This design comes from an exercise in tuning for small area, a short achievable clock period and few clock cycles on the open sky130 flow, not from production work.
No run shown here included a check of the RTL's function; only the layout flow was run.
Power and IR drop assume default switching activity.

## constraint.sdc

```tcl
create_clock -name core_clock -period 10.0 [get_ports {clk}]
set_input_delay 2.0000 -clock core_clock [delete_from_list [all_inputs] [get_ports {clk}]]
set_output_delay 2.0000 -clock core_clock [all_outputs]
set_load 0.01 [all_outputs]
```

## config.mk

```make
export PLATFORM = sky130hd
export DESIGN_NAME = lmfe_top
export DESIGN_NICKNAME = lmfe_top
export VERILOG_FILES = /design/flow/design.v
export SDC_FILE = /design/flow/constraint.sdc
export NUM_CORES = 4
export LEC_CHECK = 0
export ABC_CLOCK_PERIOD_IN_PS = 4000
export CAP_MARGIN = 20
export CORE_MARGIN = 2
export CORE_UTILIZATION = 40
export PLACE_DENSITY = 0.55
export SETUP_SLACK_MARGIN = 5
export SLEW_MARGIN = 20
```

## run.sh

```bash
#!/bin/bash
# synth_recipe.tcl (not shown) runs the flow's synth.tcl, then flattens the netlist and writes it again
# the make line also repeats each setting of config.mk as NAME=value (left out here)
make -C /OpenROAD-flow-scripts/flow DESIGN_CONFIG=/design/flow/config.mk WORK_HOME=/design/flow/orfs CLKGATE_MAP_FILE= SYNTH_SCRIPT=/design/flow/synth_recipe.tcl finish
```

## design.v

```verilog
module lmfe_med49 (
	clk,
	INS,
	PIX,
	TR,
	INIT,
	PRE,
	ZF,
	MED
);
input			clk;
input	[7:0]	INS;
input	[7:0]	PIX;	 
input	[2:0]	TR;		 
input			INIT;	 
input			PRE;	 
input			ZF;		 
output	[7:0]	MED;	 
reg		[7:0]	slot [0:55];
reg		[55:0]	flag;
reg		[5:0]	Z;		 
reg		[4:0]	L;		 
reg		[5:0]	CA, CB;	 
reg				d7;
reg		[5:0]	mb;		 
integer			p;
reg		[6:0]	ins_rot;
always @ * begin
	case (TR)
		3'd0: ins_rot = {INS[5:0], INS[6]};
		3'd1: ins_rot = {INS[4:0], INS[6:5]};
		3'd2: ins_rot = {INS[3:0], INS[6:4]};
		3'd3: ins_rot = {INS[2:0], INS[6:3]};
		3'd4: ins_rot = {INS[1:0], INS[6:2]};
		3'd5: ins_rot = {INS[0], INS[6:1]};
		default: ins_rot = INS[6:0];
	endcase
end
wire			init = INIT;
wire	[6:0]	s = {2'd0, L} + {1'd0, CA} + {1'd0, CB};
wire			dec0 = (s >= 7'd25);	 
reg		[2:0]	znew, zold;
always @ * begin
	znew = {2'd0, ~PIX[7]};
	for (p = 0; p < 6; p = p + 1)
		znew = znew + {2'd0, ~slot[p][7]};
	zold = 3'd0;
	for (p = 48; p < 55; p = p + 1)
		zold = zold + {2'd0, ~slot[p][7]};
end
wire	[5:0]	zn = Z + {3'd0, znew} - {3'd0, zold};
wire			d7n = (zn < 6'd25);
reg		[56:0]	x0, x1;
always @ * begin
	for (p = 0; p < 56; p = p + 1) begin
		x0[p] = ~slot[p][5] & ((flag[p] & ~slot[p][6]) | ((p < 48) & init & ~slot[p][7]));
		x1[p] = ~slot[p][5] & ((flag[p] & slot[p][6]) | ((p < 48) & init & slot[p][7]));
	end
	x0[56] = init & ~PIX[7] & ~PIX[6];
	x1[56] = init & PIX[7] & ~PIX[6];
end
wire	[5:0]	C0A, C0B, C1A, C1B;
lmfe_popc57 i_pc0 (.x(x0), .A(C0A), .B(C0B));
lmfe_popc57 i_pc1 (.x(x1), .A(C1A), .B(C1B));
wire			sel0 = init ? ~d7n : dec0;
assign MED = {d7, mb, ~dec0};
always @ (posedge clk) begin
	slot[0] <= {INS[7], ins_rot};
	for (p = 0; p < 55; p = p + 1)
		slot[p+1] <= {slot[p][7], slot[p][5:0], slot[p][6]};
	mb <= {mb[4:0], ~dec0};
	CA <= sel0 ? C0A : C1A;
	CB <= sel0 ? C0B : C1B;
	if (init) begin
		flag[0] <= (PIX[7] == d7n);
		for (p = 0; p < 48; p = p + 1)
			flag[p+1] <= (slot[p][7] == d7n);
		for (p = 48; p < 55; p = p + 1)
			flag[p+1] <= 1'b0;
		d7 <= d7n;
		L  <= d7n ? zn[4:0] : 5'd0;
	end else begin
		flag[0] <= 1'b0;
		for (p = 0; p < 55; p = p + 1)
			flag[p+1] <= flag[p] & (slot[p][6] ^ dec0) & ~PRE;
		if (!dec0) L <= s[4:0];
	end
	if (ZF)
		Z <= 6'd49;
	else if (init)
		Z <= zn;
end
endmodule
module lmfe_popc57 (x, A, B);
input	[56:0]	x;
output	[5:0]	A;
output	[5:0]	B;
wire s1;
wire c2;
assign s1 = x[0] ^ x[1] ^ x[2];
assign c2 = (x[0] & x[1]) | (x[0] & x[2]) | (x[1] & x[2]);
wire s3;
wire c4;
assign s3 = x[3] ^ x[4] ^ x[5];
assign c4 = (x[3] & x[4]) | (x[3] & x[5]) | (x[4] & x[5]);
wire s5;
wire c6;
assign s5 = x[6] ^ x[7] ^ x[8];
assign c6 = (x[6] & x[7]) | (x[6] & x[8]) | (x[7] & x[8]);
wire s7;
wire c8;
assign s7 = x[9] ^ x[10] ^ x[11];
assign c8 = (x[9] & x[10]) | (x[9] & x[11]) | (x[10] & x[11]);
wire s9;
wire c10;
assign s9 = x[12] ^ x[13] ^ x[14];
assign c10 = (x[12] & x[13]) | (x[12] & x[14]) | (x[13] & x[14]);
wire s11;
wire c12;
assign s11 = x[15] ^ x[16] ^ x[17];
assign c12 = (x[15] & x[16]) | (x[15] & x[17]) | (x[16] & x[17]);
wire s13;
wire c14;
assign s13 = x[18] ^ x[19] ^ x[20];
assign c14 = (x[18] & x[19]) | (x[18] & x[20]) | (x[19] & x[20]);
wire s15;
wire c16;
assign s15 = x[21] ^ x[22];
assign c16 = x[21] & x[22];
wire s17;
wire c18;
assign s17 = x[23] ^ x[24] ^ x[25];
assign c18 = (x[23] & x[24]) | (x[23] & x[25]) | (x[24] & x[25]);
wire s19;
wire c20;
assign s19 = x[26] ^ x[27] ^ x[28];
assign c20 = (x[26] & x[27]) | (x[26] & x[28]) | (x[27] & x[28]);
wire s21;
wire c22;
assign s21 = x[29] ^ x[30] ^ x[31];
assign c22 = (x[29] & x[30]) | (x[29] & x[31]) | (x[30] & x[31]);
wire s23;
wire c24;
assign s23 = x[32] ^ x[33] ^ x[34];
assign c24 = (x[32] & x[33]) | (x[32] & x[34]) | (x[33] & x[34]);
wire s25;
wire c26;
assign s25 = x[35] ^ x[36] ^ x[37];
assign c26 = (x[35] & x[36]) | (x[35] & x[37]) | (x[36] & x[37]);
wire s27;
wire c28;
assign s27 = x[38] ^ x[39] ^ x[40];
assign c28 = (x[38] & x[39]) | (x[38] & x[40]) | (x[39] & x[40]);
wire s29;
wire c30;
assign s29 = x[41] ^ x[42] ^ x[43];
assign c30 = (x[41] & x[42]) | (x[41] & x[43]) | (x[42] & x[43]);
wire s31;
wire c32;
assign s31 = x[44] ^ x[45] ^ x[46];
assign c32 = (x[44] & x[45]) | (x[44] & x[46]) | (x[45] & x[46]);
wire s33;
wire c34;
assign s33 = x[47] ^ x[48] ^ x[49];
assign c34 = (x[47] & x[48]) | (x[47] & x[49]) | (x[48] & x[49]);
wire s35;
wire c36;
assign s35 = x[50] ^ x[51] ^ x[52];
assign c36 = (x[50] & x[51]) | (x[50] & x[52]) | (x[51] & x[52]);
wire s37;
wire c38;
assign s37 = x[53] ^ x[54] ^ x[55];
assign c38 = (x[53] & x[54]) | (x[53] & x[55]) | (x[54] & x[55]);
wire s39;
wire c40;
assign s39 = x[56] ^ s1;
assign c40 = x[56] & s1;
wire s41;
wire c42;
assign s41 = c2 ^ c4;
assign c42 = c2 & c4;
wire s43;
wire c44;
assign s43 = s3 ^ s5 ^ s7;
assign c44 = (s3 & s5) | (s3 & s7) | (s5 & s7);
wire s45;
wire c46;
assign s45 = s9 ^ s11 ^ s13;
assign c46 = (s9 & s11) | (s9 & s13) | (s11 & s13);
wire s47;
wire c48;
assign s47 = s15 ^ s17 ^ s19;
assign c48 = (s15 & s17) | (s15 & s19) | (s17 & s19);
wire s49;
wire c50;
assign s49 = c6 ^ c8 ^ c10;
assign c50 = (c6 & c8) | (c6 & c10) | (c8 & c10);
wire s51;
wire c52;
assign s51 = c12 ^ c14 ^ c16;
assign c52 = (c12 & c14) | (c12 & c16) | (c14 & c16);
wire s53;
wire c54;
assign s53 = c18 ^ c20 ^ c22;
assign c54 = (c18 & c20) | (c18 & c22) | (c20 & c22);
wire s55;
wire c56;
assign s55 = c24 ^ c26 ^ c28;
assign c56 = (c24 & c26) | (c24 & c28) | (c26 & c28);
wire s57;
wire c58;
assign s57 = c30 ^ c32;
assign c58 = c30 & c32;
wire s59;
wire c60;
assign s59 = s21 ^ s23 ^ s25;
assign c60 = (s21 & s23) | (s21 & s25) | (s23 & s25);
wire s61;
wire c62;
assign s61 = s27 ^ s29 ^ s31;
assign c62 = (s27 & s29) | (s27 & s31) | (s29 & s31);
wire s63;
wire c64;
assign s63 = c34 ^ c36 ^ c38;
assign c64 = (c34 & c36) | (c34 & c38) | (c36 & c38);
wire s65;
wire c66;
assign s65 = c40 ^ s41 ^ c44;
assign c66 = (c40 & s41) | (c40 & c44) | (s41 & c44);
wire s67;
wire c68;
assign s67 = c46 ^ c48 ^ s49;
assign c68 = (c46 & c48) | (c46 & s49) | (c48 & s49);
wire s69;
wire c70;
assign s69 = s33 ^ s35 ^ s37;
assign c70 = (s33 & s35) | (s33 & s37) | (s35 & s37);
wire s71;
wire c72;
assign s71 = s39 ^ s43;
assign c72 = s39 & s43;
wire s73;
wire c74;
assign s73 = s51 ^ s53 ^ s55;
assign c74 = (s51 & s53) | (s51 & s55) | (s53 & s55);
wire s75;
wire c76;
assign s75 = s57 ^ c60 ^ c62;
assign c76 = (s57 & c60) | (s57 & c62) | (c60 & c62);
wire s77;
wire c78;
assign s77 = s63 ^ s65;
assign c78 = s63 & s65;
wire s79;
wire c80;
assign s79 = c42 ^ c50 ^ c52;
assign c80 = (c42 & c50) | (c42 & c52) | (c50 & c52);
wire s81;
wire c82;
assign s81 = c54 ^ c56 ^ c58;
assign c82 = (c54 & c56) | (c54 & c58) | (c56 & c58);
wire s83;
wire c84;
assign s83 = c64 ^ c66 ^ c68;
assign c84 = (c64 & c66) | (c64 & c68) | (c66 & c68);
wire s85;
wire c86;
assign s85 = s45 ^ s47 ^ s59;
assign c86 = (s45 & s47) | (s45 & s59) | (s47 & s59);
wire s87;
wire c88;
assign s87 = s67 ^ c70 ^ c72;
assign c88 = (s67 & c70) | (s67 & c72) | (c70 & c72);
wire s89;
wire c90;
assign s89 = s73 ^ s75;
assign c90 = s73 & s75;
wire s91;
wire c92;
assign s91 = c74 ^ c76 ^ c78;
assign c92 = (c74 & c76) | (c74 & c78) | (c76 & c78);
wire s93;
wire c94;
assign s93 = s79 ^ s81 ^ s83;
assign c94 = (s79 & s81) | (s79 & s83) | (s81 & s83);
wire s95;
wire c96;
assign s95 = c80 ^ c82;
assign c96 = c80 & c82;
wire s97;
wire c98;
assign s97 = s61 ^ s69;
assign c98 = s61 & s69;
wire s99;
wire c100;
assign s99 = s77 ^ c86 ^ s87;
assign c100 = (s77 & c86) | (s77 & s87) | (c86 & s87);
wire s101;
wire c102;
assign s101 = c88 ^ c90 ^ s91;
assign c102 = (c88 & c90) | (c88 & s91) | (c90 & s91);
wire s103;
wire c104;
assign s103 = c84 ^ c92 ^ c94;
assign c104 = (c84 & c92) | (c84 & c94) | (c92 & c94);
wire s105;
wire c106;
assign s105 = s71 ^ s85;
assign c106 = s71 & s85;
wire s107;
wire c108;
assign s107 = s89 ^ c98 ^ s99;
assign c108 = (s89 & c98) | (s89 & s99) | (c98 & s99);
wire s109;
wire c110;
assign s109 = s93 ^ c100 ^ s101;
assign c110 = (s93 & c100) | (s93 & s101) | (c100 & s101);
wire s111;
wire c112;
assign s111 = s95 ^ c102 ^ s103;
assign c112 = (s95 & c102) | (s95 & s103) | (c102 & s103);
wire s113;
wire c114;
assign s113 = c96 ^ c104;
assign c114 = c96 & c104;
assign A = {c114, c112, c110, c108, c106, s97};
assign B = {1'b0, s113, s111, s109, s107, s105};
endmodule
module lmfe_filter_ctrl (
	clk,
	RST,
	IEN,
	DIN,
	Q,
	MED,
	A,
	D,
	CEN,
	WEN,
	INS,
	PIX,
	TR,
	INIT,
	PRE,
	ZF,
	DOUT,
	OV,
	BZ
);
input			clk;
input			RST;
input			IEN;
input	[7:0]	DIN;
input	[7:0]	Q;
input	[7:0]	MED;
output	[9:0]	A;
output	[7:0]	D;
output			CEN;
output			WEN;
output	[7:0]	INS;
output	[7:0]	PIX;
output	[2:0]	TR;
output			INIT;
output			PRE;
output			ZF;
output	[7:0]	DOUT;
output			OV;
output			BZ;
localparam ST_IDL  = 2'd0;
localparam ST_LOAD = 2'd1;
localparam ST_RUN  = 2'd2;
localparam ST_END  = 2'd3;
reg		[9:0]	A;
reg		[7:0]	D;
reg				CEN;
reg				WEN;
reg		[7:0]	DOUT;
reg				OV;
reg				BZ;
reg		[1:0]	state;
reg		[2:0]	t;		 
reg		[7:0]	j;		 
reg		[7:0]	y;		 
reg				v1, v2;	 
reg				d1, d2;	 
reg				okA, okB;	 
reg				INIT;		 
reg				PRE;		 
wire	run = (state == ST_RUN);
wire	col_in = ~j[7];						 
wire	[7:0] yt = y + {5'd0, t};			 
wire	rd_ok = run && col_in && (t != 3'd6) && (yt >= 8'd3) && (yt <= 8'd130);
wire	wr_ok = run && col_in && (y <= 8'd124);
wire	[2:0] rrow = y[2:0] + t + 3'd5;		 
wire	[2:0] wrow = y[2:0] + 3'd3;			 
wire	last_load = (y[1:0] == 2'd2) && (j[6:0] == 7'd127);
wire	last_col = (j == 8'd130);
assign TR = (t >= 3'd2) ? (t - 3'd2) : (t + 3'd5);
assign ZF = ~run;
assign INS = v2 ? (d2 ? D : Q) : 8'd0;
assign PIX = v2 ? D : 8'd0;
always @ (posedge clk, posedge RST) begin
	if (RST) begin
		state <= ST_IDL;
		CEN <= 1'b1;
		WEN <= 1'b1;
		OV <= 1'b0;
		BZ <= 1'b0;
		okA <= 1'b0;
		okB <= 1'b0;
	end else begin
		OV <= 1'b0;
		case (state)
			ST_IDL: begin
				CEN <= ~IEN;
				WEN <= ~IEN;
				if (IEN) state <= ST_LOAD;	 
			end
			ST_LOAD: begin
				CEN <= 1'b0;
				WEN <= 1'b0;
				if (last_load) begin
					BZ <= 1'b1;
					state <= ST_RUN;
				end
			end
			ST_RUN: begin
				CEN <= (t == 3'd6) ? ~wr_ok : ~rd_ok;
				WEN <= (t != 3'd6);
				BZ <= ~((t == 3'd4) && wr_ok);
				if (t == 3'd1) OV <= okB;
				if (t == 3'd6) begin
					okA <= (j >= 8'd3) && ~y[7];
					okB <= okA;
				end
				if ((y == 8'd128) && (j == 8'd1) && (t == 3'd1))
					state <= ST_END;
			end
			ST_END: begin
				CEN <= 1'b1;
				WEN <= 1'b1;
				BZ <= 1'b1;
			end
		endcase
	end
end
always @ (posedge clk) begin
	v2 <= v1;
	d2 <= d1;
	v1 <= 1'b0;
	d1 <= 1'b0;
	INIT <= run && (t == 3'd0);
	PRE <= run && (t == 3'd6);
	case (state)
		ST_IDL: begin
			A <= 10'd0;
			D <= DIN;
			j <= 8'd1;
			y <= 8'd0;
		end
		ST_LOAD: begin
			A <= {1'b0, y[1:0], j[6:0]};
			D <= DIN;
			{y[1:0], j[6:0]} <= {y[1:0], j[6:0]} + 9'd1;
			if (last_load) begin
				t <= 3'd0;
				j <= 8'd0;
				y <= 8'd0;
			end
		end
		ST_RUN: begin
			if (t == 3'd6) begin
				A <= {wrow, j[6:0]};
				v1 <= wr_ok;
				d1 <= 1'b1;
			end else begin
				A <= {rrow, j[6:0]};
				v1 <= rd_ok;
			end
			if (t == 3'd5) D <= DIN;
			if (t == 3'd1) DOUT <= MED;
			if (t == 3'd6) begin
				t <= 3'd0;
				if (last_col) begin
					j <= 8'd0;
					y <= y + 8'd1;
				end else begin
					j <= j + 8'd1;
				end
			end else begin
				t <= t + 3'd1;
			end
		end
		default: begin
		end
	endcase
end
endmodule
module lmfe_top (
	clk,
	reset,
	Din,
	in_en,
	busy,
	out_valid,
	Dout,
	sram_a,
	sram_d,
	sram_cen,
	sram_wen,
	sram_q
);
input			clk;
input			reset;
input	[7:0]	Din;
input			in_en;
output			busy;
output			out_valid;
output	[7:0]	Dout;
output	[9:0]	sram_a;
output	[7:0]	sram_d;
output			sram_cen;
output			sram_wen;
input	[7:0]	sram_q;
wire	[7:0]	ins;
wire	[7:0]	pix;
wire	[2:0]	tr;
wire			init;
wire			pre;
wire			zforce;
wire	[7:0]	med;
lmfe_filter_ctrl i_lmfe_filter_ctrl (
	.clk	(clk),
	.RST	(reset),
	.IEN	(in_en),
	.DIN	(Din),
	.Q		(sram_q),
	.MED	(med),
	.A		(sram_a),
	.D		(sram_d),
	.CEN	(sram_cen),
	.WEN	(sram_wen),
	.INS	(ins),
	.PIX	(pix),
	.TR		(tr),
	.INIT	(init),
	.PRE	(pre),
	.ZF		(zforce),
	.DOUT	(Dout),
	.OV		(out_valid),
	.BZ		(busy)
);
lmfe_med49 i_lmfe_med49 (
	.clk	(clk),
	.INS	(ins),
	.PIX	(pix),
	.TR		(tr),
	.INIT	(init),
	.PRE	(pre),
	.ZF		(zforce),
	.MED	(med)
);
endmodule
```

==> key figures, run 1 <==
Run status
  • Status: complete, no violations

Clocking
  • Clk sink count: 576
  • Worst skew pair latency: 0.62 ns
  • Longest Clk Path Bufs: 3
  • H-tree Lvls: 2
  • CTS buffer count: 56
  • Clock Pin Slew Worst Setup and Hold Paths: 0.06 ns
  • Post-CTS Hold Buffers: 0
  • Root Buffer: clkbuf_16
  • TritonCTS clock tree: built

STA
  • Unrepaired setup endpoints after global routing: yes
  • Post-route setup slack: 5.03 ns
  • Worst Clk Skew: 0.0259 ns
  • Final period util: 49.7%
  • Min Hold Slack: 0.310 ns
  • Relative slew margins: 25.8%
  • Slew at the pin closest to its max-slew limit: 1.08 ns
  • Slew Limit Fails: 0
  • Final Hold Fails: 0
  • Max Clk Rate: 201 MHz
  • Tmin final: 4.97 ns
  • Final setup fails: 0
  • TNS Setup: 0 ns

Layout
  • Area delta synth->final: 18.7%
  • Post-layout util: 48.0%
  • Ant. Diodes: 0
  • Fill cells: 4718
  • Share of layout cells above drive strength 1: 11.9%
  • Layout net count: 2062

Synthesis
  • Synth area leaders: dfxtp_1 49%, fa_1 10%, edfxtp_1 7.2%, ha_1 3.6%, xnor2_1 2.8%
  • Distinct cells, synth: 70
  • Post-synth top cells: 517 x dfxtp_1, 141 x inv_1, 109 x fa_1, 90 x nand2_1, 86 x nand2b_1
  • Synthesized instance count: 1774
  • Top FF cell, synth: dfxtp_1
  • Most frequent cell after synthesis: dfxtp_1
  • Syn avg cell area: 12.0 um^2
  • Post-synth ARST share: 1.39%
  • Register area share after synthesis: 56.8%
  • Post-synth EDFFs: 51
  • Yosys reg bits: 576
  • Mapped Area: 21300 um^2
  • Post-Syn Nets: 1963
  • Synth top area share: 48.7%
  • Yosys warns: 3
  • Yosys top cell by area: dfxtp_1

Worst setup path
  • R2r setup slk: 5.03 ns
  • Worst-path cell chain: nand2_2 > ha_4 > fa_1 > fa_1 > ha_1 > inv_1 > fa_1 > inv_1 > fa_1 > inv_2 > fa_2 > nand2b_4 > a21oi_4 > xnor2_4 > o31a_4 > buf_12 > o2bb2ai_4 > mux2_4
  • Worst reg2reg path endpoint: i_lmfe_med49.CA[3]
  • Crit Path Class: flop to flop
  • Worst path slowest cell: fa_1
  • Crit path launch type: flop
  • Critical Path RT: 10.49 ns
  • R2R depth: 18
  • Worst EP arrival: 5.46 ns
  • Reg2reg start: i_lmfe_filter_ctrl.D[7]
  • CP Capture Type: flop
  • CP Max Fanout: 6
  • Max stage delay on crit path: 0.54 ns
  • Most used cell, CP: fa_1

Detailed routing
  • DR vias: 12790
  • Met2 routed WL: 21100 um
  • Post-Route WL: 46900 um
  • Initial DRC count: 845
  • DRT Pass-1 Iters: 7
  • DR vias/cell: 4.91
  • Metal-1 WL: 21900 um
  • Post-route DRC: 0
  • Routed wl met3: 2540 um
  • Top layer in use: met4
  • DR WL/cell: 18.0 um
  • Routed Antenna Nets: 0

GRT
  • First-pass GRT wire length: 70700 um
  • Initial antenna violation count: 0
  • GRT Util Overall: 16.1%
  • Vias in the first global route: 12832
  • Largest net degree at the start of global routing: 64
  • GRT overflow: 0

Min path
  • Worst min path class: flop to flop
  • Worst hold path endpoint: i_lmfe_med49.slot[38][5]
  • Worst hold start: i_lmfe_med49.slot[37][4]
  • Worst Hold Depth: 0

Placed design
  • Dpl hpwl: 28600 um
  • IO buf count: 48
  • RD Place Congestion: 0.837
  • Setup WS pre-CTS: 3.86 ns

Floorplanning
  • Rows: 84
  • Die Footprint: 55000 um^2
  • Die width: 235 um
  • Die H: 235 um
  • Core area: 52600 um^2
  • # IOs: 49
  • Initial Utilization: 40.5%

Power
  • Total power: 4540 uW
  • Pwr Density: 180 nW/um^2
  • Static Leakage: 0.00983 uW
  • Maximum VDD drop: 0.000127 V

Job
  • Max cap viols: 0
logic make-up (layout without fill, tap and decap cells):
group           after synthesis  in the layout  synth area share (%)
buf+inv                     204            344                  3.96
xor+xnor                     82             82                  3.41
compound gates              268            271                  8.93
mux                          40             40                  2.29
flops                       576            576                  56.8
simple gates                434            434                  10.8
fa+ha+maj                   170            170                  13.8
worst max path at each step:
stage / endpoint / cells past startpoint / slack (ns) / from
2_1_floorplan: i_lmfe_med49.CA[0] / 19 / 5.03 / i_lmfe_filter_ctrl.v2
3_3_place_gp: i_lmfe_med49.CB[4] / 17 / 3.91 / i_lmfe_filter_ctrl.v2
3_5_place_dp: i_lmfe_med49.CB[4] / 17 / 3.86 / i_lmfe_filter_ctrl.v2
4_1_cts: i_lmfe_med49.CA[3] / 18 / 4.92 / i_lmfe_filter_ctrl.D[7]
5_1_grt: i_lmfe_med49.flag[0] / 20 / 4.83 / i_lmfe_filter_ctrl.D[7]
6_report: i_lmfe_med49.CA[3] / 18 / 5.03 / i_lmfe_filter_ctrl.D[7]
per-layer routing:
layer	up-vias	track usage, %
met3	95	2.56
met2	338	25.7
met4	0	5.43
met1	6223	22.4
met5	-	0
li1	6134	-
registers in the layout (all words and copies together) (netlist names), 3 cells and up:
name and count:
i_lmfe_med49.CB 5, i_lmfe_med49.mb 6, i_lmfe_filter_ctrl.D 8, i_lmfe_med49.flag 56, i_lmfe_med49.CA 6, i_lmfe_med49.Z 6, i_lmfe_filter_ctrl.t 3, i_lmfe_med49.L 5
i_lmfe_filter_ctrl.j 8, i_lmfe_med49.slot 432, i_lmfe_filter_ctrl.y 8, i_lmfe_filter_ctrl.A 10, i_lmfe_filter_ctrl.DOUT 8
cells in the final DEF (no fill, tap or decap), types with 11 or more instances in the layout:
cell type        count
a21o_1              19
a21oi_1             40
a22oi_1             50
and2_1              19
and3_1              14
buf_4               22
buf_6               13
clkbuf_16           61
clkdlybuf4s50_1     48
dfxtp_1            515
edfxtp_1            51
fa_1               108
ha_1                59
inv_1              139
mux2i_1             18
nand2_1             88
nand2b_1            85
nand3_1             63
nor2_1              67
nor3_1              14
nor3b_1             11
o211ai_1            53
o21ai_0             15
o21bai_1            45
or2_2               20
xnor2_1             64
xor2_1              12
report_power, final:
part | leakage [uW] | internal [uW] | total [uW] | switching, uW
logic | 0.00416 | 10.2 | 14.3 | 4.10
clock network | 0.000954 | 1300 | 2200 | 901
registers | 0.00472 | 2320 | 2330 | 1.20
layout make-up:
| cell class | instances | area (um^2) | share of cell area [%] |
|---|---|---|---|
| multi-input cells | 997 | 8620 | 34.1 |
| clock inverters | 29 | 390 | 1.55 |
| inverters | 142 | 537 | 2.13 |
| flip-flops and latches | 576 | 12100 | 47.9 |
| repair buffers | 100 | 1170 | 4.63 |
| clock buffers | 73 | 1580 | 6.24 |
| well taps | 688 | 861 | 3.41 |
critical path, delay by kind of cell (launching register included):
| family | cells | cell delay [ns] |
|---|---|---|
| buffers and inverters | 4 | 0.30 |
| xor gates and xnor gates | 1 | 0.10 |
| DFF | 1 | 0.40 |
| adders and majority gates | 7 | 2.70 |
| AOI/OAI and AO/OA | 3 | 0.70 |
| and+or+nand+nor | 2 | 0.31 |
| muxes | 1 | 0.33 |
stage by stage:
stage | instances | cell area, um^2
floorplan | 1774 | 21300
global placement | 2456 | 22400
finish | 2605 | 25200
detailed placement | 2456 | 22400
CTS | 2577 | 24800
global route | 2605 | 25200
timing repair:
action / in CTS / in global routing
endpoints found under the setup margin: 66 / 65
pin swaps: 14 / 17
gates cloned: 5 / 10
resized for setup: 29 / 33
setup buffers: 14 / 17
==> run 2: changes to the inputs <==
--- a/design.v
+++ b/design.v
@@ -20,7 +20,8 @@
 reg		[55:0]	flag;
 reg		[5:0]	Z;		 
 reg		[4:0]	L;		 
-reg		[5:0]	CA, CB;	 
+reg		[5:0]	C0A, C0B, C1A, C1B;	 
+reg				sel;	 
 reg				d7;
 reg		[5:0]	mb;		 
 integer			p;
@@ -37,6 +38,8 @@
 	endcase
 end
 wire			init = INIT;
+wire	[5:0]	CA = sel ? C0A : C1A;
+wire	[5:0]	CB = sel ? C0B : C1B;
 wire	[6:0]	s = {2'd0, L} + {1'd0, CA} + {1'd0, CB};
 wire			dec0 = (s >= 7'd25);	 
 reg		[2:0]	znew, zold;
@@ -59,18 +62,20 @@
 	x0[56] = init & ~PIX[7] & ~PIX[6];
 	x1[56] = init & PIX[7] & ~PIX[6];
 end
-wire	[5:0]	C0A, C0B, C1A, C1B;
-lmfe_popc57 i_pc0 (.x(x0), .A(C0A), .B(C0B));
-lmfe_popc57 i_pc1 (.x(x1), .A(C1A), .B(C1B));
-wire			sel0 = init ? ~d7n : dec0;
+wire	[5:0]	n0A, n0B, n1A, n1B;
+lmfe_popc57 i_pc0 (.x(x0), .A(n0A), .B(n0B));
+lmfe_popc57 i_pc1 (.x(x1), .A(n1A), .B(n1B));
 assign MED = {d7, mb, ~dec0};
 always @ (posedge clk) begin
 	slot[0] <= {INS[7], ins_rot};
 	for (p = 0; p < 55; p = p + 1)
 		slot[p+1] <= {slot[p][7], slot[p][5:0], slot[p][6]};
 	mb <= {mb[4:0], ~dec0};
-	CA <= sel0 ? C0A : C1A;
-	CB <= sel0 ? C0B : C1B;
+	C0A <= n0A;
+	C0B <= n0B;
+	C1A <= n1A;
+	C1B <= n1B;
+	sel <= init ? ~d7n : dec0;
 	if (init) begin
 		flag[0] <= (PIX[7] == d7n);
 		for (p = 0; p < 48; p = p + 1)
==> key figures, run 2 <==
Run status
  • Status: complete, no violations

Synthesis
  • Register area share after synthesis: 57.7%
  • Mapped Area: 21400 um^2
  • Yosys warns: 3
  • Yosys top cell by area: dfxtp_1
  • Top FF cell, synth: dfxtp_1
  • Syn avg cell area: 11.7 um^2
  • Distinct cells, synth: 73
  • Yosys reg bits: 588
  • Most frequent cell after synthesis: dfxtp_1
  • Post-synth top cells: 529 x dfxtp_1, 191 x inv_1, 109 x fa_1, 94 x nand2_1, 90 x a21oi_1
  • Synth top area share: 49.5%
  • Post-Syn Nets: 2014
  • Post-synth EDFFs: 51
  • Synth area leaders: dfxtp_1 50%, fa_1 10%, edfxtp_1 7.2%, ha_1 3.6%, inv_1 3.4%
  • Synthesized instance count: 1825
  • Post-synth ARST share: 1.36%

Floorplanning
  • Initial Utilization: 40.6%
  • Rows: 84
  • Die H: 235 um
  • Die width: 235 um
  • Core area: 52700 um^2
  • # IOs: 49
  • Die Footprint: 55300 um^2

Worst setup path
  • Crit path max-delay family: adder cells
  • Worst EP arrival: 5.34 ns
  • CP Capture Type: flop
  • Critical Path RT: 10.53 ns
  • Buffer and inverter count on the worst path: 6
  • Max stage delay on crit path: 0.54 ns
  • CP Max Fanout: 7
  • Worst path slowest cell: fa_1
  • Most used cell, CP: fa_1
  • Crit Path Class: flop to flop
  • Worst-path cell chain: inv_1 > ha_1 > fa_1 > fa_1 > ha_2 > fa_1 > xor2_1 > fa_1 > inv_1 > ha_4 > nand3_1 > o2111ai_2 > xnor2_2 > o21ai_4 > buf_12 > inv_6 > nor2_4 > buf_12 > clkbuf_16 > a22oi_2
  • R2r setup slk: 5.19 ns
  • Crit path launch type: flop

Detailed routing
  • DR vias/cell: 4.98
  • DR WL/cell: 17.3 um
  • Routed Antenna Nets: 0
  • Initial DRC count: 818
  • Post-route DRC: 0
  • Post-Route WL: 45700 um
  • DRT Pass-1 Iters: 6
  • DR vias: 13104

GRT
  • GRT busiest layer: met2
  • Initial antenna violation count: 0
  • GRT Util Overall: 16.7%
  • Routing usage on met3: 3.31%
  • First-pass GRT wire length: 73300 um
  • Vias in the first global route: 13295
  • GRT overflow: 0
  • GR Util met1: 23.0%
  • Met2 track demand over resource: 26.1%
  • Largest net degree at the start of global routing: 76

Min path
  • Worst min path class: flop to flop

STA
  • TNS Setup: 0 ns
  • Final setup fails: 0
  • Final period util: 48.1%
  • Worst Clk Skew: 0.0224 ns
  • Slew at the pin closest to its max-slew limit: 0.963 ns
  • Max Clk Rate: 208 MHz
  • Slew Limit Fails: 0
  • Relative slew margins: 35.8%
  • Tmin final: 4.81 ns
  • Final Hold Fails: 0
  • Unrepaired setup endpoints after global routing: no

Clocking
  • H-tree Lvls: 2
  • TritonCTS clock tree: built
  • CTS buffer count: 58
  • Longest Clk Path Bufs: 3
  • Worst skew pair latency: 0.62 ns
  • Root Buffer: clkbuf_16
  • Post-CTS Hold Buffers: 0
  • Clk sink count: 588
  • Clock Pin Slew Worst Setup and Hold Paths: 0.06 ns

Job
  • Max cap viols: 0

Layout
  • Leading cell types in the layout, fill and taps excluded: 526 x dfxtp_1, 190 x inv_1, 108 x fa_1
  • Area delta synth->final: 17.0%
  • Fill cells: 4722
  • Commonest non-fill, non-tap cell in the layout: dfxtp_1
  • Multi-input gate area: 8170 um^2
  • Largest registers: i_lmfe_med49.slot: 432 flops, i_lmfe_med49.flag: 56 flops, i_lmfe_filter_ctrl.A: 10 flops
  • Ant. Diodes: 0
  • Flip-flop count of the largest register after layout: 432
  • Biggest register: i_lmfe_med49.slot
  • FF+latch area: 12300 um^2
  • Final Non-Filler Cells: 2633
  • Share of layout cells above drive strength 1: 11.8%
  • Layout net count: 2086

Placed design
  • Dpl hpwl: 29800 um
  • RD Place Congestion: 0.807
  • Inst Count DP: 2505
  • IO buf count: 48

Power
  • Maximum VDD drop: 0.000127 V
  • Static Leakage: 0.0100 uW
  • Pwr Density: 187 nW/um^2
-- run 2: changes by cell type after synthesis, sizes merged, moves of 43 or more --
| cell | delta |
|---|---|
| o21bai | -45 |
| o21ai | +57 |
| inv | +51 |
| a21oi | +50 |
| xnor2 | -43 |
| a22oi | +48 |
| nand3 | -51 |
-- run 2: through the flow --
stage / area (um^2) / hold slack, ns / worst slack, ns / total power [uW] / util [%]
after floorplan: 21400 / 0.310 / 5.00 / 2430 / -
after global placement: 22500 / 0.310 / 3.43 / 2440 / 42.8
after detailed placement: 22500 / 0.312 / 3.35 / 2440 / 42.8
after CTS: 24800 / 0.315 / 4.99 / 4740 / 47.1
after global routing: 25000 / 0.317 / 5.00 / 4840 / 47.5
final: 25000 / 0.317 / 5.19 / 4680 / 47.5
-- run 2: layer usage --
metal  up-vias  wire, um  part of all wire [%]
li1       6320         -                     -
met1      6439     21000                    46
met2       281     21400                    47
met3        64      2220                   4.9
met4         0      1020                   2.2
met5         -         0                     0
-- run 2: cells by family after synthesis --
group	after synthesis	synth area share [%]
compound gates	374	12.0
xor+xnor	34	1.39
fa+ha+maj	170	13.8
buf+inv	259	4.86
flops	588	57.7
mux	29	1.47
simple gates	371	8.87
-- run 2: worst paths after layout --
kind,startpoint,endpoint,cells past startpoint
setup / recovery,i_lmfe_med49.slot[49][7],i_lmfe_med49.flag[1],20
setup reg to reg,i_lmfe_med49.slot[49][7],i_lmfe_med49.flag[1],20
max in group asynchronous,reset,i_lmfe_filter_ctrl.WEN,2
hold reg to reg,i_lmfe_med49.slot[0][4],i_lmfe_med49.slot[1][5],0
hold / removal,i_lmfe_med49.slot[0][4],i_lmfe_med49.slot[1][5],0
min in group asynchronous,reset,i_lmfe_filter_ctrl.okB,2
-- run 2: where the power goes --
| part | total [uW] | switching (uW) | internal (uW) | leakage (uW) |
|---|---|---|---|---|
| registers | 2370 | 1.17 | 2370 | 0.00487 |
| logic | 14.5 | 4.50 | 10.0 | 0.00418 |
| clock network | 2290 | 906 | 1380 | 0.000997 |
| total | 4680 | 912 | 3760 | 0.0100 |
-- run 2: cell type report --
class | count | area share (%)
clock inverter | 23 | 1.40
clock buffer | 85 | 6.77
sequential | 588 | 49.3
multi-input combinational | 979 | 32.7
timing repair buffer | 77 | 3.47
tap | 688 | 3.44
inverter | 193 | 2.93
-- run 2: timing repair --
item                       4_1_cts  5_1_grt
setup endpoints to repair       70       60
cloned                           4        1
resized for setup               19       22
pin swaps                        8       16
buffers inserted                 9        6
==> run 3: changes to the inputs <==
--- a/config.mk
+++ b/config.mk
@@ -5,7 +5,7 @@
 export SDC_FILE = /design/flow/constraint.sdc
 export NUM_CORES = 4
 export LEC_CHECK = 0
-export ABC_CLOCK_PERIOD_IN_PS = 4000
+export ABC_CLOCK_PERIOD_IN_PS = 3000
 export CAP_MARGIN = 20
 export CORE_MARGIN = 2
 export CORE_UTILIZATION = 40
==> key figures, run 3 <==
Layout
  • Fin area: 25000 um^2
  • Layout net count: 2086
  • Largest registers: i_lmfe_med49.slot: 432 flops, i_lmfe_med49.flag: 56 flops, i_lmfe_filter_ctrl.A: 10 flops
  • Ant. Diodes: 0
  • Commonest non-fill, non-tap cell in the layout: dfxtp_1
  • Leading cell types in the layout, fill and taps excluded: 526 x dfxtp_1, 190 x inv_1, 108 x fa_1
  • Fill cells: 4722
  • Area delta synth->final: 17.0%
  • Share of layout cells above drive strength 1: 11.8%
  • Flip-flop count of the largest register after layout: 432
  • Biggest register: i_lmfe_med49.slot

GRT
  • Largest net degree at the start of global routing: 76
  • Initial antenna violation count: 0
  • GRT Util Overall: 16.7%
  • Vias in the first global route: 13295
  • GRT overflow: 0
  • First-pass GRT wire length: 73300 um

Synthesis
  • Post-synth EDFFs: 51
  • Synth top area share: 49.5%
  • Yosys reg bits: 588
  • Post-synth top cells: 529 x dfxtp_1, 191 x inv_1, 109 x fa_1, 94 x nand2_1, 90 x a21oi_1
  • Register area share after synthesis: 57.7%
  • Yosys warns: 3
  • Post-Syn Nets: 2014
  • Mapped Area: 21400 um^2
  • Yosys top cell by area: dfxtp_1
  • Distinct cells, synth: 73
  • Synthesized instance count: 1825
  • Synth area leaders: dfxtp_1 50%, fa_1 10%, edfxtp_1 7.2%, ha_1 3.6%, inv_1 3.4%
  • Top FF cell, synth: dfxtp_1
  • Post-synth ARST share: 1.36%
  • Syn avg cell area: 11.7 um^2
  • Most frequent cell after synthesis: dfxtp_1

STA
  • Worst Clk Skew: 0.0224 ns
  • Slew Limit Fails: 0
  • Slew at the pin closest to its max-slew limit: 0.963 ns
  • TNS Setup: 0 ns
  • Relative slew margins: 35.8%
  • Final setup fails: 0
  • Max Clk Rate: 208 MHz
  • Post-route setup slack: 5.19 ns
  • Final period util: 48.1%
  • Unrepaired setup endpoints after global routing: no
  • Final Hold Fails: 0
  • Tmin final: 4.81 ns

Floorplanning
  • Initial Utilization: 40.6%
  • Die H: 235 um
  • Die Footprint: 55300 um^2
  • Rows: 84
  • # IOs: 49
  • Die width: 235 um
  • Core area: 52700 um^2

Worst setup path
  • Crit Path Class: flop to flop
  • R2r setup slk: 5.19 ns
  • Worst reg2reg path endpoint: i_lmfe_med49.flag[1]
  • Stages on worst setup path: 20
  • Worst-path cell chain: inv_1 > ha_1 > fa_1 > fa_1 > ha_2 > fa_1 > xor2_1 > fa_1 > inv_1 > ha_4 > nand3_1 > o2111ai_2 > xnor2_2 > o21ai_4 > buf_12 > inv_6 > nor2_4 > buf_12 > clkbuf_16 > a22oi_2
  • Buffer and inverter count on the worst path: 6
  • Crit path launch type: flop
  • Crit path max-delay family: adder cells
  • CP Capture Type: flop
  • Reg2reg start: i_lmfe_med49.slot[49][7]
  • R2R depth: 20
  • Max stage delay on crit path: 0.54 ns
  • Worst path slowest cell: fa_1
  • Most used cell, CP: fa_1
  • Critical Path RT: 10.53 ns
  • Worst Setup SP: i_lmfe_med49.slot[49][7]
  • Worst EP arrival: 5.34 ns
  • CP Max Fanout: 7
  • CP endpoint: i_lmfe_med49.flag[1]

Detailed routing
  • DR WL/cell: 17.3 um
  • DRT Pass-1 Iters: 6
  • Post-Route WL: 45700 um
  • Routed Antenna Nets: 0
  • Post-route DRC: 0
  • Initial DRC count: 818
  • DR vias: 13104
  • DR vias/cell: 4.98

Power
  • Maximum VDD drop: 0.000127 V
  • Static Leakage: 0.0100 uW
  • Pwr Density: 187 nW/um^2
  • Total power: 4680 uW

Clocking
  • Longest Clk Path Bufs: 3
  • Clock Pin Slew Worst Setup and Hold Paths: 0.06 ns
  • H-tree Lvls: 2
  • Post-CTS Hold Buffers: 0
  • TritonCTS clock tree: built
  • Root Buffer: clkbuf_16
  • Worst skew pair latency: 0.62 ns
  • CTS buffer count: 58
  • Clk sink count: 588

Min path
  • Worst min path class: flop to flop

Placed design
  • Dpl hpwl: 29800 um
  • IO buf count: 48
  • RD Place Congestion: 0.807
  • Setup WS pre-CTS: 3.35 ns
  • Placement Cell Area: 22500 um^2

Run status
  • Status: complete, no violations

Job
  • Max cap viols: 0
==> run 3: routing by layer <==
| layer | routed length (um) | GRT usage, % |
|---|---|---|
| met5 | 0 | 0 |
| met4 | 1020 | 5.83 |
| met3 | 2220 | 3.31 |
| met2 | 21400 | 26.1 |
| met1 | 21000 | 23.0 |
==> run 3: per-stage QoR <==
stage | hold WS, ns | util [%] | cells
6_report | 0.317 | 47.5 | 2633
5_1_grt | 0.317 | 47.5 | 2633
4_1_cts | 0.315 | 47.1 | 2626
3_5_place_dp | 0.312 | 42.8 | 2505
3_3_place_gp | 0.310 | 42.8 | 2504
2_1_floorplan | 0.310 | - | 1825
==> run 3: repair_timing <==
action / in CTS / in global routing
gates cloned: 4 / 1
setup endpoints to repair: 70 / 60
setup buffers: 9 / 6
pin swaps: 8 / 16
gates resized for setup: 19 / 22
==> run 3: cells by family after synthesis <==
kind of cell / synth area share, %
AO/OA/AOI/OAI: 12.0
XOR/XNOR: 1.39
adder cells (fa/ha/maj): 13.8
buffers and inverters: 4.86
flip-flops: 57.7
multiplexers: 1.47
AND/OR/NAND/NOR: 8.87
==> run 3: cell type report <==
cell class / instances / area (um^2) / share of cell area [%]
multi-input cells: 979 / 8170 / 32.7
inverters: 193 / 733 / 2.93
repair buffers: 77 / 868 / 3.47
clock buffers: 85 / 1690 / 6.77
well taps: 688 / 861 / 3.44
clock inverters: 23 / 350 / 1.40
flip-flops and latches: 588 / 12300 / 49.3
==> run 3: worst min path at each step <==
stage | startpoint | end | slack (ns) | depth (start not counted)
after floorplan | i_lmfe_filter_ctrl.d1 | i_lmfe_filter_ctrl.d2 | 0.31 | 0
after global placement | i_lmfe_med49.slot[51][3] | i_lmfe_med49.slot[52][4] | 0.31 | 0
after detailed placement | i_lmfe_med49.slot[9][3] | i_lmfe_med49.slot[10][4] | 0.31 | 0
after CTS | i_lmfe_med49.slot[36][1] | i_lmfe_med49.slot[37][2] | 0.31 | 0
after global routing | i_lmfe_med49.slot[36][1] | i_lmfe_med49.slot[37][2] | 0.32 | 0
final | i_lmfe_med49.slot[0][4] | i_lmfe_med49.slot[1][5] | 0.32 | 0
==> run 3: report_power, final <==
group | internal (uW) | switching (uW) | leakage (uW) | total (uW)
Clock | 1380 | 906 | 0.000997 | 2290
Combinational | 10.0 | 4.50 | 0.00418 | 14.5
Sequential | 2370 | 1.17 | 0.00487 | 2370
Total | 3760 | 912 | 0.0100 | 4680
==> run 4: changes to the inputs <==
--- a/design.v
+++ b/design.v
@@ -45,14 +45,17 @@
 reg		[2:0]	znew, zold;
 always @ * begin
 	znew = {2'd0, ~PIX[7]};
-	for (p = 0; p < 6; p = p + 1)
+	for (p = 0; p < 5; p = p + 1)
 		znew = znew + {2'd0, ~slot[p][7]};
 	zold = 3'd0;
-	for (p = 48; p < 55; p = p + 1)
+	for (p = 47; p < 54; p = p + 1)
 		zold = zold + {2'd0, ~slot[p][7]};
 end
-wire	[5:0]	zn = Z + {3'd0, znew} - {3'd0, zold};
-wire			d7n = (zn < 6'd25);
+wire	[5:0]	zpn = Z + {3'd0, znew} - {3'd0, zold};
+reg		[5:0]	ZP;
+reg				lt25, lt24;		 
+wire	[5:0]	zn = ZP + {5'd0, ~slot[0][7]};
+wire			d7n = slot[0][7] ? lt25 : lt24;	 
 reg		[56:0]	x0, x1;
 always @ * begin
 	for (p = 0; p < 56; p = p + 1) begin
@@ -90,6 +93,9 @@
 			flag[p+1] <= flag[p] & (slot[p][6] ^ dec0) & ~PRE;
 		if (!dec0) L <= s[4:0];
 	end
+	ZP <= zpn;
+	lt25 <= (zpn < 6'd25);
+	lt24 <= (zpn < 6'd24);
 	if (ZF)
 		Z <= 6'd49;
 	else if (init)
@@ -388,6 +394,7 @@
 reg		[7:0]	y;		 
 reg				v1, v2;	 
 reg				d1, d2;	 
+reg				pv;		 
 reg				okA, okB;	 
 reg				INIT;		 
 reg				PRE;		 
@@ -403,7 +410,7 @@
 assign TR = (t >= 3'd2) ? (t - 3'd2) : (t + 3'd5);
 assign ZF = ~run;
 assign INS = v2 ? (d2 ? D : Q) : 8'd0;
-assign PIX = v2 ? D : 8'd0;
+assign PIX = pv ? D : 8'd0;
 always @ (posedge clk, posedge RST) begin
 	if (RST) begin
 		state <= ST_IDL;
@@ -458,6 +465,7 @@
 	PRE <= run && (t == 3'd6);
 	case (state)
 		ST_IDL: begin
+			pv <= 1'b0;
 			A <= 10'd0;
 			D <= DIN;
 			j <= 8'd1;
@@ -476,6 +484,7 @@
 		ST_RUN: begin
 			if (t == 3'd6) begin
 				A <= {wrow, j[6:0]};
+				pv <= wr_ok;
 				v1 <= wr_ok;
 				d1 <= 1'b1;
 			end else begin
--- a/config.mk
+++ b/config.mk
@@ -5,7 +5,6 @@
 export SDC_FILE = /design/flow/constraint.sdc
 export NUM_CORES = 4
 export LEC_CHECK = 0
-export ABC_CLOCK_PERIOD_IN_PS = 3000
 export CAP_MARGIN = 20
 export CORE_MARGIN = 2
 export CORE_UTILIZATION = 40
==> key figures, run 4 <==
Run status
  • Status: complete, no violations

Layout
  • Share of layout cells above drive strength 1: 9.57%
  • Area delta synth->final: 16.8%
  • Commonest non-fill, non-tap cell in the layout: dfxtp_1
  • Biggest register: i_lmfe_med49.slot
  • Flip-flop count of the largest register after layout: 431
  • Fill cells: 4712
  • Largest registers: i_lmfe_med49.slot: 431 flops, i_lmfe_med49.flag: 56 flops, i_lmfe_filter_ctrl.A: 10 flops
  • Leading cell types in the layout, fill and taps excluded: 535 x dfxtp_1, 196 x inv_1, 109 x fa_1
  • Layout net count: 1981
  • Final Non-Filler Cells: 2528
  • Fin area: 24600 um^2

STA
  • TNS Setup: 0 ns
  • Slew at the pin closest to its max-slew limit: 0.826 ns
  • Slew Limit Fails: 0
  • Final setup fails: 0
  • Unrepaired setup endpoints after global routing: no
  • Max Clk Rate: 206 MHz
  • Worst Clk Skew: 0.0210 ns
  • Tmin final: 4.85 ns
  • Final Hold Fails: 0
  • Final period util: 48.5%
  • Relative slew margins: 44.5%

GRT
  • GRT overflow: 0
  • Initial antenna violation count: 0
  • First-pass GRT wire length: 64400 um
  • Largest net degree at the start of global routing: 68
  • GRT Util Overall: 14.8%
  • Vias in the first global route: 12133

Worst setup path
  • Worst EP arrival: 5.32 ns
  • CP Max Fanout: 61
  • CP Capture Type: flop
  • Crit Path Class: flop to flop
  • Critical Path RT: 10.47 ns
  • Crit path launch type: flop
  • Worst Setup SP: i_lmfe_filter_ctrl.INIT
  • Reg2reg start: i_lmfe_filter_ctrl.INIT

Detailed routing
  • Initial DRC count: 550
  • Post-route DRC: 0
  • DRT Pass-1 Iters: 5
  • DR vias/cell: 4.66
  • Routed Antenna Nets: 0
  • DR vias: 11769
  • Post-Route WL: 39400 um
  • DR WL/cell: 15.6 um

Power
  • Static Leakage: 0.00989 uW
  • Pwr Density: 198 nW/um^2
  • Maximum VDD drop: 0.000131 V
  • Total power: 4880 uW

Synthesis
  • Post-synth top cells: 536 x dfxtp_1, 196 x inv_1, 109 x fa_1, 105 x o22ai_1, 85 x nand2_1
  • Post-synth EDFFs: 52
  • Synth top area share: 50.9%
  • Post-synth ARST share: 1.34%
  • Register area share after synthesis: 59.2%
  • Synthesized instance count: 1720
  • Yosys top cell by area: dfxtp_1
  • Distinct cells, synth: 67
  • Yosys reg bits: 596
  • Most frequent cell after synthesis: dfxtp_1
  • Synth area leaders: dfxtp_1 51%, fa_1 10%, edfxtp_1 7.4%, ha_1 3.6%, inv_1 3.5%
  • Post-Syn Nets: 1909
  • Syn avg cell area: 12.3 um^2
  • Mapped Area: 21100 um^2
  • Yosys warns: 3
  • Top FF cell, synth: dfxtp_1

Floorplanning
  • Rows: 84
  • Die H: 234 um
  • Initial Utilization: 40.3%
  • Die Footprint: 54600 um^2
  • Core area: 52300 um^2
  • # IOs: 49
  • Die width: 234 um

Clocking
  • H-tree Lvls: 2
  • CTS buffer count: 58
  • Clk sink count: 596
  • TritonCTS clock tree: built
  • Worst skew pair latency: 0.61 ns
  • Post-CTS Setup Inserts: 0
  • Clock Pin Slew Worst Setup and Hold Paths: 0.06 ns
  • Longest Clk Path Bufs: 3
  • Root Buffer: clkbuf_16

Job
  • Max cap viols: 0

Placed design
  • Placement Cell Area: 22300 um^2
  • Dpl hpwl: 27100 um
  • RD Place Congestion: 0.819
  • IO buf count: 48
  • Inst Count DP: 2419

Min path
  • Worst hold start: i_lmfe_med49.slot[46][2]
  • Worst min path class: flop to flop
-- run 4: critical path: stages, from the launching register on --
cell     delay [ns]
dfxtp_2        0.38
buf_16         0.19
inv_12         0.21
buf_16         0.26
o22ai_1        0.10
nor2b_1        0.16
fa_1           0.55
inv_1          0.06
fa_1           0.42
fa_1           0.45
fa_1           0.49
inv_1          0.05
fa_1           0.37
fa_1           0.50
fa_1           0.41
-- run 4: layout make-up --
| cell class | instances | area (um^2) | area share, % |
|---|---|---|---|
| sequential | 596 | 12500 | 50.7 |
| multi-input combinational | 881 | 7700 | 31.2 |
| clock buffer | 69 | 1630 | 6.60 |
| tap | 688 | 861 | 3.49 |
| inverter | 198 | 756 | 3.07 |
| timing repair buffer | 57 | 609 | 2.47 |
| clock inverter | 38 | 596 | 2.42 |
| antenna | 1 | 2.50 | 0.0102 |
-- run 4: per-stage QoR --
step                      setup slack [ns]  util, %  hold WS, ns
after global placement                3.98     42.7        0.310
after floorplan                       5.40        -        0.310
final                                 5.15     47.1        0.322
after global routing                  5.01     47.1        0.327
after detailed placement              3.91     42.7        0.312
after CTS                             5.00     47.0        0.323
-- run 4: kinds of logic (layout without fill, tap and decap cells) --
group           after synthesis  count (layout)  synth area share (%)
flops                       596             596                  59.2
compound gates              226             226                  7.26
buf+inv                     243             362                  4.41
other cells                   0               1                     0
simple gates                316             316                  7.76
xor+xnor                    130             130                  5.40
fa+ha+maj                   170             170                  14.0
mux                          39              39                  1.99
-- run 4: report_power, final --
part | switching (uW) | total (uW) | internal, uW | leakage, uW
clock | 945 | 2460 | 1510 | 0.00107
combinational | 6.96 | 19.4 | 12.5 | 0.00389
sequential | 2.04 | 2410 | 2410 | 0.00493
-- run 4: routing by layer --
metal / track usage, % / share of wire, % / vias up / wire length (um)
met5: 0 / 0 / - / 0
met3: 2.60 / 3.6 / 59 / 1400
met1: 20.2 / 48 / 5732 / 19000
met4: 4.53 / 1.9 / 0 / 743
met2: 24.1 / 46 / 151 / 18200
li1: - / - / 5827 / -
-- run 4: final timing paths --
| kind | to | slack (ns) | depth (start not counted) |
|---|---|---|---|
| worst max-delay path | i_lmfe_med49.C0B[3] | 5.15 | 14 |
| worst min-delay path | i_lmfe_med49.slot[47][3] | 0.32 | 0 |
| worst max register to register | i_lmfe_med49.C0B[3] | 5.15 | 14 |
| worst min register to register | i_lmfe_med49.slot[47][3] | 0.32 | 0 |
| max in group asynchronous | i_lmfe_filter_ctrl.CEN | 7.99 | 2 |
| min in group asynchronous | i_lmfe_filter_ctrl.state[1] | 1.68 | 2 |
-- run 4: timing repair --
action / CTS / global route
pin swaps: 0 / 0
hold buffers: 0 / 0
gates resized for setup: 6 / 7
endpoints found under the setup margin: 12 / 50
gates cloned: 0 / 1
==> run 5: changes to the inputs <==
==> flow/run.sh (new file) <==
#!/bin/bash
set -euo pipefail
bash standard.sh SETUP_SLACK_MARGIN=6.3 finish > standard.log 2>&1
==> standard.sh (new file) <==
#!/bin/bash
# synth_recipe.tcl (not shown) runs the flow's synth.tcl, then flattens the netlist and writes it again
# the make line also repeats each setting of config.mk as NAME=value (left out here)
make -C /OpenROAD-flow-scripts/flow DESIGN_CONFIG=/design/flow/config.mk WORK_HOME=/design/flow/orfs CLKGATE_MAP_FILE= SYNTH_SCRIPT=/design/flow/synth_recipe.tcl "${@:-finish}"
--- a/config.mk
+++ b/config.mk
@@ -9,5 +9,4 @@
 export CORE_MARGIN = 2
 export CORE_UTILIZATION = 40
 export PLACE_DENSITY = 0.55
-export SETUP_SLACK_MARGIN = 5
 export SLEW_MARGIN = 20
removed: run.sh
==> key figures, run 5 <==
Layout
  • Ant. Diodes: 0
  • Commonest non-fill, non-tap cell in the layout: dfxtp_1
  • Leading cell types in the layout, fill and taps excluded: 531 x dfxtp_1, 183 x inv_1, 102 x o22ai_1
  • Biggest register: i_lmfe_med49.slot
  • Share of layout cells above drive strength 1: 16.1%
  • Fin area: 25600 um^2
  • Flip-flop count of the largest register after layout: 431
  • Area delta synth->final: 21.6%
  • Largest registers: i_lmfe_med49.slot: 431 flops, i_lmfe_med49.flag: 56 flops, i_lmfe_filter_ctrl.A: 10 flops
  • Post-layout util: 49.0%
  • Layout net count: 2026

Synthesis
  • Yosys top cell by area: dfxtp_1
  • Post-synth top cells: 536 x dfxtp_1, 196 x inv_1, 109 x fa_1, 105 x o22ai_1, 85 x nand2_1
  • Yosys reg bits: 596
  • Synthesized instance count: 1720
  • Mapped Area: 21100 um^2
  • Post-Syn Nets: 1909
  • Most frequent cell after synthesis: dfxtp_1
  • Syn avg cell area: 12.3 um^2
  • Distinct cells, synth: 67
  • Top FF cell, synth: dfxtp_1
  • Post-synth ARST share: 1.34%
  • Register area share after synthesis: 59.2%
  • Yosys warns: 3
  • Post-synth EDFFs: 52
  • Synth area leaders: dfxtp_1 51%, fa_1 10%, edfxtp_1 7.4%, ha_1 3.6%, inv_1 3.5%
  • Synth top area share: 50.9%

Clocking
  • CTS buffer count: 57
  • Worst skew pair latency: 0.61 ns
  • H-tree Lvls: 2
  • Clock Pin Slew Worst Setup and Hold Paths: 0.07 ns
  • Root Buffer: clkbuf_16
  • Longest Clk Path Bufs: 3
  • TritonCTS clock tree: built
  • Post-CTS Hold Buffers: 0
  • Clk sink count: 596

Power
  • Total power: 4740 uW
  • Cell Int Power: 3820 uW
  • Pwr Density: 185 nW/um^2
  • Sw frac: 19.5%
  • Clock power frac: 48.8%
  • Flop pwr share: 50.8%
  • Static Leakage: 0.0104 uW
  • Gate power share: 0.5%
  • Switch Pwr: 923 uW
  • Maximum VDD drop: 0.000122 V

Floorplanning
  • Core area: 52300 um^2
  • Rows: 84
  • Die H: 234 um
  • Initial Utilization: 40.3%
  • # IOs: 49
  • Die width: 234 um
  • Die Footprint: 54600 um^2

Detailed routing
  • DR vias/cell: 4.71
  • Routed Antenna Nets: 0
  • DR WL/cell: 16.6 um
  • Post-Route WL: 42800 um
  • DR vias: 12119
  • DRT Pass-1 Iters: 4
  • Post-route DRC: 0
  • Initial DRC count: 588

Job
  • Max cap viols: 0

Placed design
  • Setup WS pre-CTS: 4.36 ns
  • Placement Cell Area: 22500 um^2
  • Dpl hpwl: 27500 um
  • IO buf count: 48
  • RD Place Congestion: 0.815

STA
  • Slew Limit Fails: 0
  • Final period util: 43.1%
  • Final Hold Fails: 0
  • Unrepaired setup endpoints after global routing: yes
  • Tmin final: 4.31 ns
  • Post-route setup slack: 5.69 ns
  • Worst Clk Skew: 0.0195 ns
  • Slew at the pin closest to its max-slew limit: 0.842 ns
  • TNS Setup: 0 ns
  • Relative slew margins: 43.4%
  • Max Clk Rate: 232 MHz
  • Final setup fails: 0

GRT
  • First-pass GRT wire length: 68000 um
  • GRT Util Overall: 15.9%
  • Vias in the first global route: 12506
  • Largest net degree at the start of global routing: 34
  • Initial antenna violation count: 0
  • GRT overflow: 0

Worst setup path
  • Crit path launch type: flop
  • Most used cell, CP: fa_1
  • Max stage delay on crit path: 0.60 ns
  • Worst path slowest cell: fa_1
  • R2r setup slk: 5.69 ns
  • Crit Path Class: flop to flop
  • Critical Path RT: 10.55 ns
  • Crit path max-delay family: adder cells
  • CP Capture Type: flop
  • CP Max Fanout: 4
  • Worst EP arrival: 4.85 ns
  • Worst-path cell chain: buf_4 > buf_16 > buf_4 > a22oi_1 > or2_2 > fa_1 > inv_1 > ha_1 > fa_1 > ha_2 > inv_2 > fa_1 > fa_1 > inv_1 > fa_2
  • Buffer and inverter count on the worst path: 6

Min path
  • Worst min path class: flop to flop

Run status
  • Status: complete, no violations
[run 5: changes by cell type in the layout (fill, tap and decap cells not counted), moves of 10 or more]
| cell | before | now |
|---|---|---|
| fa_2 | 0 | 22 |
| buf_4 | 5 | 21 |
| inv_2 | 0 | 12 |
| xnor2_1 | 74 | 63 |
| or2_2 | 24 | 11 |
| fa_1 | 109 | 87 |
| or2_4 | 0 | 14 |
| inv_1 | 196 | 183 |
| xnor2_2 | 0 | 10 |
[run 5: final timing paths]
path / from / end / cells past startpoint
hold / removal: i_lmfe_med49.slot[2][2] / i_lmfe_med49.slot[3][3] / 0
min in group asynchronous: reset / i_lmfe_filter_ctrl.okA / 2
hold reg to reg: i_lmfe_med49.slot[2][2] / i_lmfe_med49.slot[3][3] / 0
max in group asynchronous: reset / i_lmfe_filter_ctrl.CEN / 2
setup reg to reg: i_lmfe_filter_ctrl.INIT / i_lmfe_med49.C1B[2] / 15
setup / recovery: i_lmfe_filter_ctrl.INIT / i_lmfe_med49.C1B[2] / 15
[run 5: final cells by class]
cell class                      count  area (um^2)
Sequential cell                   596        12500
Tap cell                          688          861
Inverter                          198          772
Multi-Input combinational cell    881         8100
Fill cell                        4625        26700
Timing Repair inverter              3         36.3
Timing Repair Buffer              100         1290
Clock buffer                       81         1740
Clock inverter                     25          332
[run 5: routing by layer]
layer,part of all wire [%],global-route usage (%),routed length [um]
met1,47,21.5,20000
met2,48,26.1,20500
met3,4.1,3.45,1740
met4,1.4,3.80,618
met5,0,0,0
[run 5: through the flow]
step,std cells,hold slack (ns)
final,2572,0.319
after detailed placement,2420,0.312
after global routing,2572,0.328
after CTS,2560,0.322
after global placement,2418,0.310
after floorplan,1720,0.310
[run 5: logic make-up after synthesis]
kind of cell | count (synthesis) | share of synthesized area [%]
flip-flops | 596 | 59.2
multiplexers | 39 | 1.99
XOR/XNOR | 130 | 5.40
AO/OA/AOI/OAI | 226 | 7.26
AND/OR/NAND/NOR | 316 | 7.76
buffers and inverters | 243 | 4.41
adder cells (fa/ha/maj) | 170 | 14.0
[run 5: power groups by stage]
stage          clock network [uW]  logic, uW  registers, uW
4_1_cts                      2370       21.6           2410
3_3_place_gp                    0       19.9           2460
3_5_place_dp                    0       19.9           2460
6_report                     2310       21.9           2410
5_1_grt                      2470       24.4           2410
2_1_floorplan                   0       6.64           2460
[run 5: worst register-to-register path: stages (launching register included)]
cell and delay [ns]:
dfxtp_4 0.40, buf_4 0.15, buf_16 0.12, buf_4 0.13, a22oi_1 0.07, or2_2 0.30
fa_1 0.50, inv_1 0.05, ha_1 0.19, fa_1 0.60, ha_2 0.19, inv_2 0.04
fa_1 0.46, fa_1 0.49, inv_1 0.06, fa_2 0.53
[run 5: what timing repair did]
action | CTS | global route
endpoints found under the setup margin | 89 | 85
pin swaps | 35 | 72
cloned | 10 | 5
setup buffers | 24 | 7
gates resized for setup | 62 | 45
hold endpoints to repair | 0 | 0
==> run 6: changes to the inputs <==
--- a/config.mk
+++ b/config.mk
@@ -8,5 +8,7 @@
 export CAP_MARGIN = 20
 export CORE_MARGIN = 2
 export CORE_UTILIZATION = 40
+export CTS_BUF_LIST = sky130_fd_sc_hd__clkbuf_4 sky130_fd_sc_hd__clkbuf_8
+export CTS_CLUSTER_SIZE = 20
 export PLACE_DENSITY = 0.55
 export SLEW_MARGIN = 20
==> key figures, run 6 <==
Synthesis
  • Distinct cells, synth: 67
  • Post-synth top cells: 536 x dfxtp_1, 196 x inv_1, 109 x fa_1, 105 x o22ai_1, 85 x nand2_1
  • Register area share after synthesis: 59.2%
  • Post-Syn Nets: 1909
  • Yosys top cell by area: dfxtp_1
  • Post-synth EDFFs: 52
  • Syn avg cell area: 12.3 um^2
  • Most frequent cell after synthesis: dfxtp_1
  • Post-synth ARST share: 1.34%
  • Synth top area share: 50.9%
  • Top FF cell, synth: dfxtp_1
  • Yosys warns: 3
  • Mapped Area: 21100 um^2
  • Yosys reg bits: 596
  • Synthesized instance count: 1720
  • Synth area leaders: dfxtp_1 51%, fa_1 10%, edfxtp_1 7.4%, ha_1 3.6%, inv_1 3.5%

Layout
  • Share of layout cells above drive strength 1: 19.4%
  • Leading cell types in the layout, fill and taps excluded: 531 x dfxtp_1, 183 x inv_1, 119 x clkbuf_8
  • Fin area: 25700 um^2
  • Layout net count: 2064
  • Commonest non-fill, non-tap cell in the layout: dfxtp_1
  • Fill cells: 4665
  • Flip-flop count of the largest register after layout: 431
  • Area delta synth->final: 21.9%
  • Multi-input gate area: 8120 um^2
  • Post-layout util: 49.1%
  • FF+latch area: 12500 um^2
  • Biggest register: i_lmfe_med49.slot
  • Largest registers: i_lmfe_med49.slot: 431 flops, i_lmfe_med49.flag: 56 flops, i_lmfe_filter_ctrl.A: 10 flops

STA
  • Final Hold Fails: 0
  • TNS Setup: 0 ns
  • Slew at the pin closest to its max-slew limit: 0.843 ns
  • Slew Limit Fails: 0
  • Final setup fails: 0
  • Max Clk Rate: 235 MHz
  • Tmin final: 4.26 ns
  • Unrepaired setup endpoints after global routing: yes
  • Worst Clk Skew: 0.0293 ns
  • Final period util: 42.6%
  • Relative slew margins: 43.3%

Placed design
  • IO buf count: 48
  • Placement Cell Area: 22500 um^2
  • Dpl hpwl: 27500 um
  • RD Place Congestion: 0.815

Clocking
  • CTS buffer count: 97
  • Clk sink count: 596
  • Worst skew pair latency: 0.69 ns
  • Longest Clk Path Bufs: 3
  • TritonCTS clock tree: built
  • H-tree Lvls: 3
  • Post-CTS Hold Buffers: 0
  • Clock Pin Slew Worst Setup and Hold Paths: 0.06 ns
  • Root Buffer: clkbuf_8

Worst setup path
  • Critical Path RT: 10.63 ns
  • CP Max Fanout: 7
  • Crit path launch type: flop
  • R2R depth: 14
  • Crit Path Class: flop to flop
  • CP Capture Type: flop
  • Worst EP arrival: 4.89 ns

GRT
  • Initial antenna violation count: 1
  • GRT overflow: 0
  • GRT Util Overall: 16.3%
  • First-pass GRT wire length: 69200 um
  • Vias in the first global route: 12861
  • Largest net degree at the start of global routing: 34

Power
  • Maximum VDD drop: 0.0000881 V
  • Static Leakage: 0.0105 uW
  • Pwr Density: 182 nW/um^2
  • Total power: 4680 uW

Floorplanning
  • Rows: 84
  • Initial Utilization: 40.3%
  • Die Footprint: 54600 um^2
  • Core area: 52300 um^2
  • Die H: 234 um
  • # IOs: 49
  • Die width: 234 um

Detailed routing
  • DR vias/cell: 4.68
  • Initial DRC count: 507
  • Post-route DRC: 0
  • DRT Pass-1 Iters: 5
  • DR vias: 12341
  • Post-Route WL: 42800 um
  • DR WL/cell: 16.2 um
  • Routed Antenna Nets: 0

Job
  • Max cap viols: 0

Min path
  • Worst Hold Depth: 0
  • Worst min path class: flop to flop

Run status
  • Status: complete, no violations
==> run 6: timing repair <==
action / 4_1_cts / 5_1_grt
resized for setup: 63 / 41
cloned: 11 / 2
pin swaps: 32 / 69
endpoints found under the setup margin: 91 / 84
setup buffers: 24 / 7
==> run 6: metrics by stage <==
step	hold slack [ns]	setup slack (ns)	std cells
final	0.311	5.74	2639
after global routing	0.322	5.65	2639
after CTS	0.312	5.73	2629
after detailed placement	0.312	4.36	2420
after global placement	0.310	4.42	2418
after floorplan	0.310	5.92	1720
==> run 6: cell families (layout without fill, tap and decap cells) <==
kind of cell / after synthesis / after routing / synth area share (%)
simple gates: 316 / 316 / 7.76
flops: 596 / 596 / 59.2
mux: 39 / 39 / 1.99
other cells: 0 / 1 / 0
xor+xnor: 130 / 130 / 5.40
compound gates: 226 / 226 / 7.26
fa+ha+maj: 170 / 170 / 14.0
buf+inv: 243 / 473 / 4.41
==> run 6: path summary, 6_finish.rpt <==
path / start / end / slack (ns)
max in group asynchronous: reset / i_lmfe_filter_ctrl.CEN / 8.06
min: i_lmfe_med49.slot[44][0] / i_lmfe_med49.slot[45][1] / 0.31
max reg2reg: i_lmfe_filter_ctrl.INIT / i_lmfe_med49.C1B[2] / 5.74
min in group asynchronous: reset / i_lmfe_filter_ctrl.BZ / 1.61
max: i_lmfe_filter_ctrl.INIT / i_lmfe_med49.C1B[2] / 5.74
min reg2reg: i_lmfe_med49.slot[44][0] / i_lmfe_med49.slot[45][1] / 0.31
==> run 6: cell type report <==
cell class,count,area share (%)
clock inverter,25,1.08
multi-input combinational,881,31.6
antenna,1,0.00973
sequential,596,48.6
tap,688,3.35
timing repair inverter,2,0.0681
clock buffer,149,7.25
timing repair buffer,99,5.07
inverter,198,2.96
==> run 6: report_power, final <==
group	leakage (uW)	switching (uW)	internal (uW)
clock	0.00113	932	1320
combinational	0.00440	8.23	13.5
sequential	0.00493	1.62	2410
total	0.0105	942	3740
==> run 6: critical path: stages, from the launching register on <==
cell     delay [ns]
dfxtp_4        0.41
buf_16         0.19
buf_12         0.12
a22oi_2        0.04
or2_4          0.27
fa_1           0.50
fa_2           0.41
inv_2          0.06
fa_1           0.45
ha_2           0.20
inv_2          0.05
fa_1           0.42
fa_1           0.50
inv_2          0.04
fa_2           0.51
==> run 6: metal layers <==
metal  track usage (%)  wire length, um  vias up
li1                  -                -     6002
met5                 0                0        -
met4              5.60              954        0
met2              26.3            20300      242
met3              3.86             1760       70
met1              21.6            19700     6027

static timing again, ports no longer ideal:
In the flow no input, the clock included, has a driving cell. The finished layouts below were timed again as built, in two steps. Step 1 sets driving cells, clkbuf_16 on the clock port and buf_2 on the other inputs (assumed; they add their load-dependent delay and slew). Step 2, shift: input delay + t, output delay - t, t = (earliest + latest rising clock arrival at the registers) / 2. This alone moves slack from input paths to output paths. a / b / c = ideal / step 1 / step 2; a / b = the first two.
| run | shift t [ns] | setup WS [ns] |
|---|---|---|
| run 1 | 0.669 | 5.029 / 5.029 / 5.029 |
| run 2 | 0.666 | 5.193 / 5.193 / 5.193 |
| run 3 | 0.666 | 5.193 / 5.193 / 5.193 |
| run 4 | 0.655 | 5.146 / 5.146 / 5.146 |
| run 5 | 0.657 | 5.694 / 5.694 / 5.694 |
| run 6 | 0.728 | 5.737 / 5.737 / 5.737 |
After both steps setup and hold are still met in every run listed.
